Context: an optimization exercise on an open-source flow, tuned for small area. The choices shown serve that exercise and are no tape-out recipe.
RTL that was checked went through simulation tests only; none was proved equivalent to the original.

==> build 91 <==
==> flow/design.v (excerpt) <==
module ym3438(
	input MCLK,
	input PHI,
	input [7:0] DATA_i,
	output [7:0] DATA_o,
	output DATA_o_z,
	input TEST_i,
	output TEST_o,
	output TEST_o_z,
	input IC, CS, WR, RD,
	input [1:0] ADDRESS,
	output IRQ,
	output [8:0] MOL, MOR,
	output d_c1,
	output d_c2,
	output [9:0] MOL_2612, MOR_2612
	);
clock: 10.0 ns
lec_check: 0
cap_margin: 20
core_margin: 2
core_utilization: 60
cts_cluster_diameter: 80
cts_cluster_size: 30
slew_margin: 20
run.sh (not shown) runs the stock make flow with config.mk's settings and CLKGATE_MAP_FILE= SYNTH_SCRIPT=/design/flow/synth_recipe.tcl, a recipe that flattens the netlist after the stock synthesis.
==> inputs of trial 84, as changes to build 91 <==
--- a/flow/design.v
+++ b/flow/design.v
@@ -2140,67 +2140,216 @@
 		.MCLK(MCLK),
 		.c1(c1),
 		.c2f(c2f), .c2(c2),
 		.data_in(dt_value ^ {5{dt_sign_1}}),
 		.data_out(dt_value_sr_o)
 		);
 	wire [16:0] dt_add = { {12{dt_sign_2}}, dt_value_sr_o };
 	wire [16:0] freq_dt = freq_l_o + dt_add + dt_sign_2;
-	reg [16:0] freq_l2_o;
-	reg [3:0] multi_l;
-	always @(posedge MCLK)
-	begin
-		if (c2f)
-		begin
-			freq_l2_o <= freq_dt;
-			multi_l <= multi;
-		end
-	end
+	wire [16:0] freq_l2_o;
+	ym3438_dlatch_1 #(.DATA_WIDTH(17), .BYP(1)) freq_l2
+		(
+		.MCLK(MCLK),
+		.c1(c1),
+		.inp(freq_dt),
+		.val(freq_l2_o),
+		.nval()
+		);
 	wire [15:0] multi_sel;
 	genvar i;
 	generate
 		for (i = 0; i < 16; i = i + 1)
 		begin : l1
-			assign multi_sel[i] = multi_l == i;
+			assign multi_sel[i] = multi == i;
 		end
 	endgenerate
-	wire multi_sel_1_l_o = multi_sel[14] | multi_sel[15];
-	wire multi_sel_2_l_o = multi_sel[8] | multi_sel[9] | multi_sel[10] | multi_sel[11] | multi_sel[12] | multi_sel[13];
-	wire multi_sel_3_l_o = multi_sel[4] | multi_sel[5] | multi_sel[6] | multi_sel[7];
-	wire multi_sel_4_l_o = multi_sel[1] | multi_sel[3] | multi_sel[5] | multi_sel[7] | multi_sel[9] | multi_sel[11] | multi_sel[13];
-	wire multi_sel_5_l_o = multi_sel[12] | multi_sel[13];
-	wire multi_sel_6_l_o = multi_sel[14];
-	wire multi_sel_7_l_o = multi_sel[2] | multi_sel[3] | multi_sel[6] | multi_sel[7] | multi_sel[10] | multi_sel[11];
-	wire multi_sel_8_l_o = multi_sel[15];
-	wire multi_sel_9_l_o = multi_sel[0];
+	wire multi_sel_1_l_o;
+	ym3438_dlatch_1 #(.BYP(1)) multi_sel_1_l
+		(
+		.MCLK(MCLK),
+		.c1(c1),
+		.inp(multi_sel[14] | multi_sel[15]),
+		.val(multi_sel_1_l_o),
+		.nval()
+		);
+	wire multi_sel_2_l_o;
+	ym3438_dlatch_1 #(.BYP(1)) multi_sel_2_l
+		(
+		.MCLK(MCLK),
+		.c1(c1),
+		.inp(multi_sel[8] | multi_sel[9] | multi_sel[10] | multi_sel[11] | multi_sel[12] | multi_sel[13]),
+		.val(multi_sel_2_l_o),
+		.nval()
+		);
+	wire multi_sel_3_l_o;
+	ym3438_dlatch_1 #(.BYP(1)) multi_sel_3_l
+		(
+		.MCLK(MCLK),
+		.c1(c1),
+		.inp(multi_sel[4] | multi_sel[5] | multi_sel[6] | multi_sel[7]),
+		.val(multi_sel_3_l_o),
+		.nval()
+		);
+	wire multi_sel_4_l_o;
+	ym3438_dlatch_1 #(.BYP(1)) multi_sel_4_l
+		(
+		.MCLK(MCLK),
+		.c1(c1),
+		.inp(multi_sel[1] | multi_sel[3] | multi_sel[5] | multi_sel[7] | multi_sel[9] | multi_sel[11] | multi_sel[13]),
+		.val(multi_sel_4_l_o),
+		.nval()
+		);
+	wire multi_sel_5_l_o;
+	ym3438_dlatch_1 #(.BYP(1)) multi_sel_5_l
+		(
+		.MCLK(MCLK),
+		.c1(c1),
+		.inp(multi_sel[12] | multi_sel[13]),
+		.val(multi_sel_5_l_o),
+		.nval()
+		);
+	wire multi_sel_6_l_o;
+	ym3438_dlatch_1 #(.BYP(1)) multi_sel_6_l
+		(
+		.MCLK(MCLK),
+		.c1(c1),
+		.inp(multi_sel[14]),
+		.val(multi_sel_6_l_o),
+		.nval()
+		);
+	wire multi_sel_7_l_o;
+	ym3438_dlatch_1 #(.BYP(1)) multi_sel_7_l
+		(
+		.MCLK(MCLK),
+		.c1(c1),
+		.inp(multi_sel[2] | multi_sel[3] | multi_sel[6] | multi_sel[7] | multi_sel[10] | multi_sel[11]),
+		.val(multi_sel_7_l_o),
+		.nval()
+		);
+	wire multi_sel_8_l_o;
+	ym3438_dlatch_1 #(.BYP(1)) multi_sel_8_l
+		(
+		.MCLK(MCLK),
+		.c1(c1),
+		.inp(multi_sel[15]),
+		.val(multi_sel_8_l_o),
+		.nval()
+		);
+	wire multi_sel_9_l_o;
+	ym3438_dlatch_1 #(.BYP(1)) multi_sel_9_l
+		(
+		.MCLK(MCLK),
+		.c1(c1),
+		.inp(multi_sel[0]),
+		.val(multi_sel_9_l_o),
+		.nval()
+		);
 	wire [19:0] freq_multi_add1 = ~(
 		({20{multi_sel_5_l_o}} & { 1'h0, freq_l2_o, 2'h0 })
 		| ({20{multi_sel_6_l_o}} & { 2'h3, ~freq_l2_o, 1'h1 })
 		| ({20{multi_sel_7_l_o}} & { 2'h0, freq_l2_o, 1'h0 })
 		| ({20{multi_sel_8_l_o}} & { 3'h7, ~freq_l2_o })
 		| ({20{multi_sel_9_l_o}} & { 4'h0, freq_l2_o[16:1] })
 		);
 	wire [17:0] freq_multi_add2 = ~(
 		({18{multi_sel_3_l_o}} & { 1'h0, freq_l2_o })
 		| ({18{multi_sel_2_l_o}} & { freq_l2_o, 1'h0 })
 		| ({18{multi_sel_1_l_o}} & { freq_l2_o[16:0], 2'h0 })
 		);
-	wire [19:0] freq_multi_add1_l_o = ~freq_multi_add1;
-	wire [17:0] freq_multi_add2_l_o = ~freq_multi_add2;
-	wire multi_c_in = multi_sel_6_l_o | multi_sel_8_l_o;
+	wire [19:0] freq_multi_add1_l_o;
+	ym3438_dlatch_2 #(.DATA_WIDTH(20)) freq_multi_add1_l
+		(
+		.MCLK(MCLK),
+		.c2f(c2f), .c2(c2),
+		.inp(freq_multi_add1),
+		.val(),
+		.nval(freq_multi_add1_l_o)
+		);
+	wire [17:0] freq_multi_add2_l_o;
+	ym3438_dlatch_2 #(.DATA_WIDTH(18)) freq_multi_add2_l
+		(
+		.MCLK(MCLK),
+		.c2f(c2f), .c2(c2),
+		.inp(freq_multi_add2),
+		.val(),
+		.nval(freq_multi_add2_l_o)
+		);
+	wire multi_c_in;
+	ym3438_dlatch_2 multi_c_in_l
+		(
+		.MCLK(MCLK),
+		.c2f(c2f), .c2(c2),
+		.inp(~(multi_sel_6_l_o | multi_sel_8_l_o)),
+		.val(),
+		.nval(multi_c_in)
+		);
 	wire [19:0] freq_multi_sum = freq_multi_add1_l_o + { freq_multi_add2_l_o, 2'h0 } + multi_c_in;
-	wire [19:0] freq_multi_prod = freq_multi_sum + (multi_sel_4_l_o ? { 3'h0, freq_l2_o } : 20'h00000);
-	reg [19:0] freq_multi_prod_l;
-	always @(posedge MCLK)
-	begin
-		if (c2f)
-			freq_multi_prod_l <= freq_multi_prod;
-	end
-	wire [19:0] freq_inc = pg_reset ? freq_multi_prod_l : 20'h00000;
+	wire [19:0] freq_multi_sum_sr_o;
+	ym3438_sr_bit_array #(.DATA_WIDTH(20), .NOV1(1)) freq_multi_sum_sr (
+		.MCLK(MCLK),
+		.c1(c1),
+		.c2f(c2f), .c2(c2),
+		.data_in(freq_multi_sum),
+		.data_out(freq_multi_sum_sr_o)
+		);
+	wire [16:0] freq_multi_add3_l_o;
+	ym3438_dlatch_2 #(.DATA_WIDTH(17)) freq_multi_add3_l
+		(
+		.MCLK(MCLK),
+		.c2f(c2f), .c2(c2),
+		.inp(freq_l2_o),
+		.val(freq_multi_add3_l_o),
+		.nval()
+		);
+	wire [19:0] freq_multi_add3_sr_o;
+	ym3438_sr_bit_array #(.DATA_WIDTH(20), .NOV1(1)) freq_multi_add3_sr (
+		.MCLK(MCLK),
+		.c1(c1),
+		.c2f(c2f), .c2(c2),
+		.data_in({3'h0, freq_multi_add3_l_o}),
+		.data_out(freq_multi_add3_sr_o)
+		);
+	wire multi_sel_4_l2_o;
+	ym3438_dlatch_2 multi_sel_4_l2
+		(
+		.MCLK(MCLK),
+		.c2f(c2f), .c2(c2),
+		.inp(multi_sel_4_l_o),
+		.val(multi_sel_4_l2_o),
+		.nval()
+		);
+	wire multi_sel_4_sr_o;
+	ym3438_sr_bit #(.NOV1(1)) multi_sel_4_sr (
+		.MCLK(MCLK),
+		.c1(c1),
+		.c2f(c2f), .c2(c2),
+		.bit_in(multi_sel_4_l2_o),
+		.sr_out(multi_sel_4_sr_o)
+		);
+	wire multi_sel_4_sr_o_r = multi_sel_4_sr_o & pg_reset;
+	wire [19:0] freq_multi_add3_l2_o;
+	ym3438_dlatch_1 #(.DATA_WIDTH(20), .BYP(1)) freq_multi_add3_l2
+		(
+		.MCLK(MCLK),
+		.c1(c1),
+		.inp(~(multi_sel_4_sr_o_r ? freq_multi_add3_sr_o : 20'h00000)),
+		.val(),
+		.nval(freq_multi_add3_l2_o)
+		);
+	wire [19:0] freq_multi_sum_l_o;
+	ym3438_dlatch_1 #(.DATA_WIDTH(20), .BYP(1)) freq_multi_sum_l
+		(
+		.MCLK(MCLK),
+		.c1(c1),
+		.inp(~(pg_reset ? freq_multi_sum_sr_o : 20'h00000)),
+		.val(),
+		.nval(freq_multi_sum_l_o)
+		);
+	wire [19:0] freq_inc = freq_multi_sum_l_o + freq_multi_add3_l2_o;
 	wire [19:0] freq_inc_l_o;
 	ym3438_dlatch_2 #(.DATA_WIDTH(20)) freq_inc_l
 		(
 		.MCLK(MCLK),
 		.c2f(c2f), .c2(c2),
 		.inp(freq_inc),
 		.val(freq_inc_l_o),
 		.nval()
Settings changed: CORE_UTILIZATION 60 to 40, CTS_CLUSTER_DIAMETER 80 to not set, CTS_CLUSTER_SIZE 30 to not set.
==> inputs of trial 16, as changes to build 91 <==
--- a/flow/design.v
+++ b/flow/design.v
@@ -324,80 +324,52 @@
 	input MCLK,
 	input PHI,
 	input IC,
 	output c1, c2,
 	output c2f,
 	output reset_fsm
 	);
 	wire nIC = ~IC;
-	wire pc1 = ~PHI;
-	wire pc2 = PHI;
 	reg phi_d;
 	reg c2_d;
+	reg nic_l;
 	always @(posedge MCLK)
 	begin
 		phi_d <= PHI;
 		c2_d <= c2;
+		if (~PHI)
+			nic_l <= nIC;
 	end
 	wire pc2f = PHI & ~phi_d;
 	assign c2f = c2 & ~c2_d;
-	wire ic_latch_out;
-	ym3438_sr_bit #(.SR_LENGTH(12)) ic_latch(
-		.MCLK(MCLK),
-		.bit_in(nIC),
-		.sr_out(ic_latch_out),
-		.c1(pc1),
-		.c2f(pc2f), .c2(pc2)
-		);
-	wire fsm_reset_and = nIC & ~ic_latch_out;
-	wire fsm_res_latch_out;
-	ym3438_sr_bit #(.SR_LENGTH(4)) fsm_res_latch(
-		.MCLK(MCLK),
-		.bit_in(fsm_reset_and),
-		.sr_out(fsm_res_latch_out),
-		.c1(pc1),
-		.c2f(pc2f), .c2(pc2)
-		);
-	assign reset_fsm = fsm_res_latch_out;
-	wire [5:0] clkgen_sr_in;
-	wire [5:0] clkgen_sr_out;
-	genvar i;
-	generate
-		for (i = 0; i < 6; i=i+1)
-		begin : l1
-			ym3438_sr_bit clkgen_sr(
-				.MCLK(MCLK),
-				.bit_in(clkgen_sr_in[i]),
-				.sr_out(clkgen_sr_out[i]),
-				.c1(pc1),
-				.c2f(pc2f), .c2(pc2)
-				);
-			if (i != 0)
-				assign clkgen_sr_in[i] = clkgen_sr_out[i-1];
+	reg [11:0] ic_latch;
+	reg [3:0] fsm_res_latch;
+	reg [5:0] clkgen_sr;
+	reg c1_sr;
+	reg c2_sr;
+	wire ic_latch_out = ic_latch[11];
+	wire fsm_reset_and = nic_l & ~ic_latch_out;
+	assign reset_fsm = fsm_res_latch[3];
+	wire clkgen_bit = ~(fsm_reset_and | (clkgen_sr[4:0] != 5'b0));
+	wire c1_in = clkgen_sr[0] | clkgen_sr[5];
+	wire c2_in = clkgen_sr[2] | clkgen_sr[3];
+	always @(posedge MCLK)
+	begin
+		if (pc2f)
+		begin
+			ic_latch <= { ic_latch[10:0], nic_l };
+			fsm_res_latch <= { fsm_res_latch[2:0], fsm_reset_and };
+			clkgen_sr <= { clkgen_sr[4:0], clkgen_bit };
+			c1_sr <= c1_in;
+			c2_sr <= c2_in;
 		end
-	endgenerate
-	wire clkgen_bit = ~(fsm_reset_and | (clkgen_sr_out[4:0] != 4'b0));
-	assign clkgen_sr_in[0] = clkgen_bit;
-	wire c1_in = clkgen_sr_out[0] | clkgen_sr_out[5];
-	wire c2_in = clkgen_sr_out[2] | clkgen_sr_out[3];
-	ym3438_sr_bit c1_sr(
-		.MCLK(MCLK),
-		.bit_in(c1_in),
-		.sr_out(c1),
-		.c1(pc1),
-		.c2f(pc2f), .c2(pc2)
-		);
-	ym3438_sr_bit c2_sr(
-		.MCLK(MCLK),
-		.bit_in(c2_in),
-		.sr_out(c2),
-		.c1(pc1),
-		.c2f(pc2f), .c2(pc2)
-		);
+	end
+	assign c1 = c1_sr;
+	assign c2 = c2_sr;
 endmodule
 module ym3438_fsm
 	(
 	input MCLK,
 	input c1,
 	input c2,
 	input c2f,
 	input fsm_reset,
@@ -2832,35 +2804,17 @@
 	wire [9:0] eg_level_out_sr_o;
 	ym3438_sr_bit_array #(.DATA_WIDTH(10), .NOV1(1)) eg_level_out_sr (
 		.MCLK(MCLK),
 		.c1(c1),
 		.c2f(c2f), .c2(c2),
 		.data_in(eg_level_sr_o1),
 		.data_out(eg_level_out_sr_o)
 		);
-	wire [9:0] eg_level_outinv_l1_o;
-	ym3438_dlatch_1 #(.DATA_WIDTH(10), .BYP(1)) eg_level_outinv_l1
-		(
-		.MCLK(MCLK),
-		.c1(c1),
-		.inp(eg_level_sr_o1),
-		.val(),
-		.nval(eg_level_outinv_l1_o)
-		);
-	wire [9:0] eg_level_outinv_l2_i = eg_level_outinv_l1_o + 10'h201;
-	wire [9:0] eg_level_outinv_l2_o;
-	ym3438_dlatch_2 #(.DATA_WIDTH(10)) eg_level_outinv_l2
-		(
-		.MCLK(MCLK),
-		.c2f(c2f), .c2(c2),
-		.inp(eg_level_outinv_l2_i),
-		.val(eg_level_outinv_l2_o),
-		.nval()
-		);
+	wire [9:0] eg_level_outinv_l2_o = ~eg_level_out_sr_o + 10'h201;
 	wire [9:0] eg_level_out = eg_invert ? eg_level_outinv_l2_o : eg_level_out_sr_o;
 	ym3438_sr_bit_array #(.DATA_WIDTH(10), .NOV1(1)) eg_level_out_sr2 (
 		.MCLK(MCLK),
 		.c1(c1),
 		.c2f(c2f), .c2(c2),
 		.data_in(eg_level_out),
 		.data_out(eg_level_out_sr2_o)
 		);
@@ -2982,17 +2936,23 @@
 	wire [9:0] phase_sr_o;
 	ym3438_sr_bit_array #(.DATA_WIDTH(10), .NOV1(1)) phase_sr (
 		.MCLK(MCLK),
 		.c1(c1),
 		.c2f(c2f), .c2(c2),
 		.data_in(phase_sum),
 		.data_out(phase_sr_o)
 		);
-	wire [7:0] sin_index = phase_sr_o[7:0] ^ {8{phase_sr_o[8]}};
+	reg [8:0] phase_l;
+	always @(posedge MCLK)
+	begin
+		if (c2f)
+			phase_l <= phase_sr_o[8:0];
+	end
+	wire [7:0] sin_index = phase_l[7:0] ^ {8{phase_l[8]}};
 	wire [4:0] sin_lut_index = sin_index[5:1];
 	reg [45:0] sine_lut_out;
 	always @(sin_lut_index)
 	begin
 		case (sin_lut_index)
 			5'h1f: sine_lut_out = 46'b0001100001000100100001000010101010101000100101;
 			5'h1e: sine_lut_out = 46'b0001100001010100001000000001001001001100010100;
 			5'h1d: sine_lut_out = 46'b0001100001010100001000110000101011001100000110;
@@ -3056,32 +3016,18 @@
 	assign sin_lut_mux[12] = sine_lut_out[35] & sin_index_top_sel[0];
 	assign sin_lut_mux[13] = (sine_lut_out[36] & sin_index_top_sel[0]) | (sine_lut_out[37] & sin_index_top_sel[1])
 		| (sine_lut_out[38] & sin_index_top_sel[2]);
 	assign sin_lut_mux[14] = sine_lut_out[39] & sin_index_top_sel[0];
 	assign sin_lut_mux[15] = (sine_lut_out[40] & sin_index_top_sel[0]) | (sine_lut_out[41] & sin_index_top_sel[1]);
 	assign sin_lut_mux[16] = (sine_lut_out[42] & sin_index_top_sel[0]) | (sine_lut_out[43] & sin_index_top_sel[1]);
 	assign sin_lut_mux[17] = sine_lut_out[44] & sin_index_top_sel[0];
 	assign sin_lut_mux[18] = sine_lut_out[45] & sin_index_top_sel[0];
-	wire [18:0] sin_lut_sr_o;
-	ym3438_sr_bit_array #(.DATA_WIDTH(19), .NOV1(1)) sin_lut_sr (
-		.MCLK(MCLK),
-		.c1(c1),
-		.c2f(c2f), .c2(c2),
-		.data_in(sin_lut_mux),
-		.data_out(sin_lut_sr_o)
-		);
-	wire sin_index_0_sr_o;
-	ym3438_sr_bit #(.NOV1(1)) sin_index_0_sr (
-		.MCLK(MCLK),
-		.c1(c1),
-		.c2f(c2f), .c2(c2),
-		.bit_in(sin_index[0]),
-		.sr_out(sin_index_0_sr_o)
-		);
+	wire [18:0] sin_lut_sr_o = sin_lut_mux;
+	wire sin_index_0_sr_o = sin_index[0];
 	wire [10:0] sin_base = { sin_lut_sr_o[18:15], sin_lut_sr_o[13], sin_lut_sr_o[11], sin_lut_sr_o[9], sin_lut_sr_o[7], sin_lut_sr_o[5], sin_lut_sr_o[3], sin_lut_sr_o[1] };
 	wire [7:0] sin_delta = sin_index_0_sr_o ? 8'h0 : { sin_lut_sr_o[14], sin_lut_sr_o[12], sin_lut_sr_o[10], sin_lut_sr_o[8], sin_lut_sr_o[6], sin_lut_sr_o[4], sin_lut_sr_o[2], sin_lut_sr_o[0] };
 	wire [11:0] sin_sum = sin_base + { sin_delta[7], sin_delta };
 	wire sign_sr_o;
 	ym3438_sr_bit #(.SR_LENGTH(3), .NOV1(1)) sign_sr (
 		.MCLK(MCLK),
 		.c1(c1),
 		.c2f(c2f), .c2(c2),
@@ -3101,17 +3047,24 @@
 	ym3438_sr_bit_array #(.DATA_WIDTH(13), .NOV1(1)) att_sum_sr (
 		.MCLK(MCLK),
 		.c1(c1),
 		.c2f(c2f), .c2(c2),
 		.data_in(att_sum),
 		.data_out(att_sum_sr_o)
 		);
 	wire [11:0] att_clamp = ~(att_sum_sr_o[12] ? 12'hfff : att_sum_sr_o[11:0]);
-	wire [7:0] pow_index = att_clamp[7:0];
+	reg [12:0] att_sum_l;
+	always @(posedge MCLK)
+	begin
+		if (c2f)
+			att_sum_l <= att_sum_sr_o;
+	end
+	wire [11:0] att_clamp_l = ~(att_sum_l[12] ? 12'hfff : att_sum_l[11:0]);
+	wire [7:0] pow_index = att_clamp_l[7:0];
 	wire [4:0] pow_lut_index = pow_index[5:1];
 	reg [47:0] pow_lut_out;
 	always @(pow_lut_index)
 	begin
 		case (pow_lut_index)
 			5'h1f: pow_lut_out = 48'b111011111100011111101000111101000001000110011101;
 			5'h1e: pow_lut_out = 48'b111011111100011010011111011000001011100010110011;
 			5'h1d: pow_lut_out = 48'b111011111100000011110110111101101001110111011010;
@@ -3172,43 +3125,22 @@
 		| (pow_lut_out[33] & pow_index_top_sel[2]) | (pow_lut_out[34] & pow_index_top_sel[3]);
 	assign pow_lut_mux[9] = (pow_lut_out[35] & pow_index_top_sel[0]) | (pow_lut_out[36] & pow_index_top_sel[1])
 		| (pow_lut_out[37] & pow_index_top_sel[2]) | (pow_lut_out[38] & pow_index_top_sel[3]);
 	assign pow_lut_mux[10] = (pow_lut_out[39] & pow_index_top_sel[0]) | (pow_lut_out[40] & pow_index_top_sel[1])
 		| (pow_lut_out[41] & pow_index_top_sel[2]) | (pow_lut_out[42] & pow_index_top_sel[3]);
 	assign pow_lut_mux[11] = (pow_lut_out[43] & pow_index_top_sel[1])
 		| (pow_lut_out[44] & pow_index_top_sel[2]) | (pow_lut_out[45] & pow_index_top_sel[3]);
 	assign pow_lut_mux[12] = (pow_lut_out[46] & pow_index_top_sel[2]) | (pow_lut_out[47] & pow_index_top_sel[3]);
-	wire [12:0] pow_lut_sr_o;
-	ym3438_sr_bit_array #(.DATA_WIDTH(13), .NOV1(1)) pow_lut_sr (
-		.MCLK(MCLK),
-		.c1(c1),
-		.c2f(c2f), .c2(c2),
-		.data_in(pow_lut_mux),
-		.data_out(pow_lut_sr_o)
-		);
-	wire pow_index_0_sr_o;
-	ym3438_sr_bit #(.NOV1(1)) pow_index_0_sr (
-		.MCLK(MCLK),
-		.c1(c1),
-		.c2f(c2f), .c2(c2),
-		.bit_in(pow_index[0]),
-		.sr_out(pow_index_0_sr_o)
-		);
+	wire [12:0] pow_lut_sr_o = pow_lut_mux;
+	wire pow_index_0_sr_o = pow_index[0];
 	wire [9:0] pow_base = { pow_lut_sr_o[12:6], pow_lut_sr_o[4], pow_lut_sr_o[2], pow_lut_sr_o[0] };
 	wire [2:0] pow_delta = pow_index_0_sr_o ? { pow_lut_sr_o[5], pow_lut_sr_o[3], pow_lut_sr_o[1] } : 3'h0;
 	wire [9:0] pow_sum = pow_base + pow_delta;
-	wire [3:0] pow_shift_sr_o;
-	ym3438_sr_bit_array #(.DATA_WIDTH(4), .NOV1(1)) pow_shift_sr (
-		.MCLK(MCLK),
-		.c1(c1),
-		.c2f(c2f), .c2(c2),
-		.data_in(att_clamp[11:8]),
-		.data_out(pow_shift_sr_o)
-		);
+	wire [3:0] pow_shift_sr_o = att_clamp_l[11:8];
 	wire [3:0] sh_sel1;
 	assign sh_sel1[0] = pow_shift_sr_o[1:0] == 2'h0;
 	assign sh_sel1[1] = pow_shift_sr_o[1:0] == 2'h1;
 	assign sh_sel1[2] = pow_shift_sr_o[1:0] == 2'h2;
 	assign sh_sel1[3] = pow_shift_sr_o[1:0] == 2'h3;
 	wire [3:0] sh_sel2;
 	assign sh_sel2[0] = pow_shift_sr_o[3:2] == 2'h0;
 	assign sh_sel2[1] = pow_shift_sr_o[3:2] == 2'h1;
Settings changed: ABC_AREA set to 1.
==> flow_summary.ini <==
[status]
status = timing/DRC/antenna clean

[grt]
antenna_found_initial = 3

[clock_network]
htreeDepth = 4
clkSinkCount = 3188
cts.path.max_buffers = 3

[die]
core_mm2 = 0.197

[layout]
inverters = 829

[critical_path]
crit_path_top_delay_cell = o21ai_0
-- figures above: trial 16

==> flow_summary.ini <==
[critical_path]
crit_path_top_delay_cell = nor4_1

[grt]
antenna_found_initial = 7

[clock_network]
clkSinkCount = 3276
cts.path.max_buffers = 4
htreeDepth = 5

[status]
status = timing/DRC/antenna clean

[layout]
inverters = 271

[die]
core_mm2 = 0.306
-- figures above: trial 84

==> flow_summary.ini <==
[clock_network]
htreeDepth = 4
clkSinkCount = 3223

[grt]
grt_pass1_vias = 54200

[die]
core_mm2 = 0.200

[layout]
inverters = 238
largest_reg_flops = 400
seq_area_share_pct = 74.6

[critical_path]
crit_path_top_delay_cell = nor4_1

[status]
status = timing/DRC/antenna clean

[route]
drt_drc_violations_left = 0

[sta]
setup_viol_count_final = 0
-- figures above: build 91

For build 91, only the layout was checked, not whether the RTL still works.

what the ideal ports hide:
No port has a modelled driver above. Below, the same layouts with a new extraction and two added sets of constraints.
Step 1: set_driving_cell puts a clkbuf_16 on MCLK and a buf_2 on each other input, an assumption about the parent block.
Step 2 times the ports against the registers' clock, not the clock port: input delays grow and output delays shrink by t, the midpoint of the rising clock arrivals with the driver on.
Slacks: ideal ports / drivers / drivers and shift; pairs: ideal ports / drivers.
| run | shift t [ns] | slack for setup (ns) | hold slack, ns | clock arrival spread, ns | slew at the worst register clock pin (ns) |
|---|---|---|---|---|---|
| build 91 | 0.917 | 3.304 / 3.216 / 3.334 | 0.404 / 0.404 / 0.404 | 0.039 / 0.039 | 0.11 / 0.11 |
| trial 84 | 0.941 | 3.013 / 2.917 / 3.553 | 0.388 / 0.388 / 0.388 | 0.049 / 0.050 | 0.07 / 0.07 |
| trial 16 | 0.903 | 2.883 / 2.788 / 3.691 | 0.375 / 0.375 / 0.375 | 0.049 / 0.049 | 0.11 / 0.11 |
After both steps every run listed still meets setup and hold.
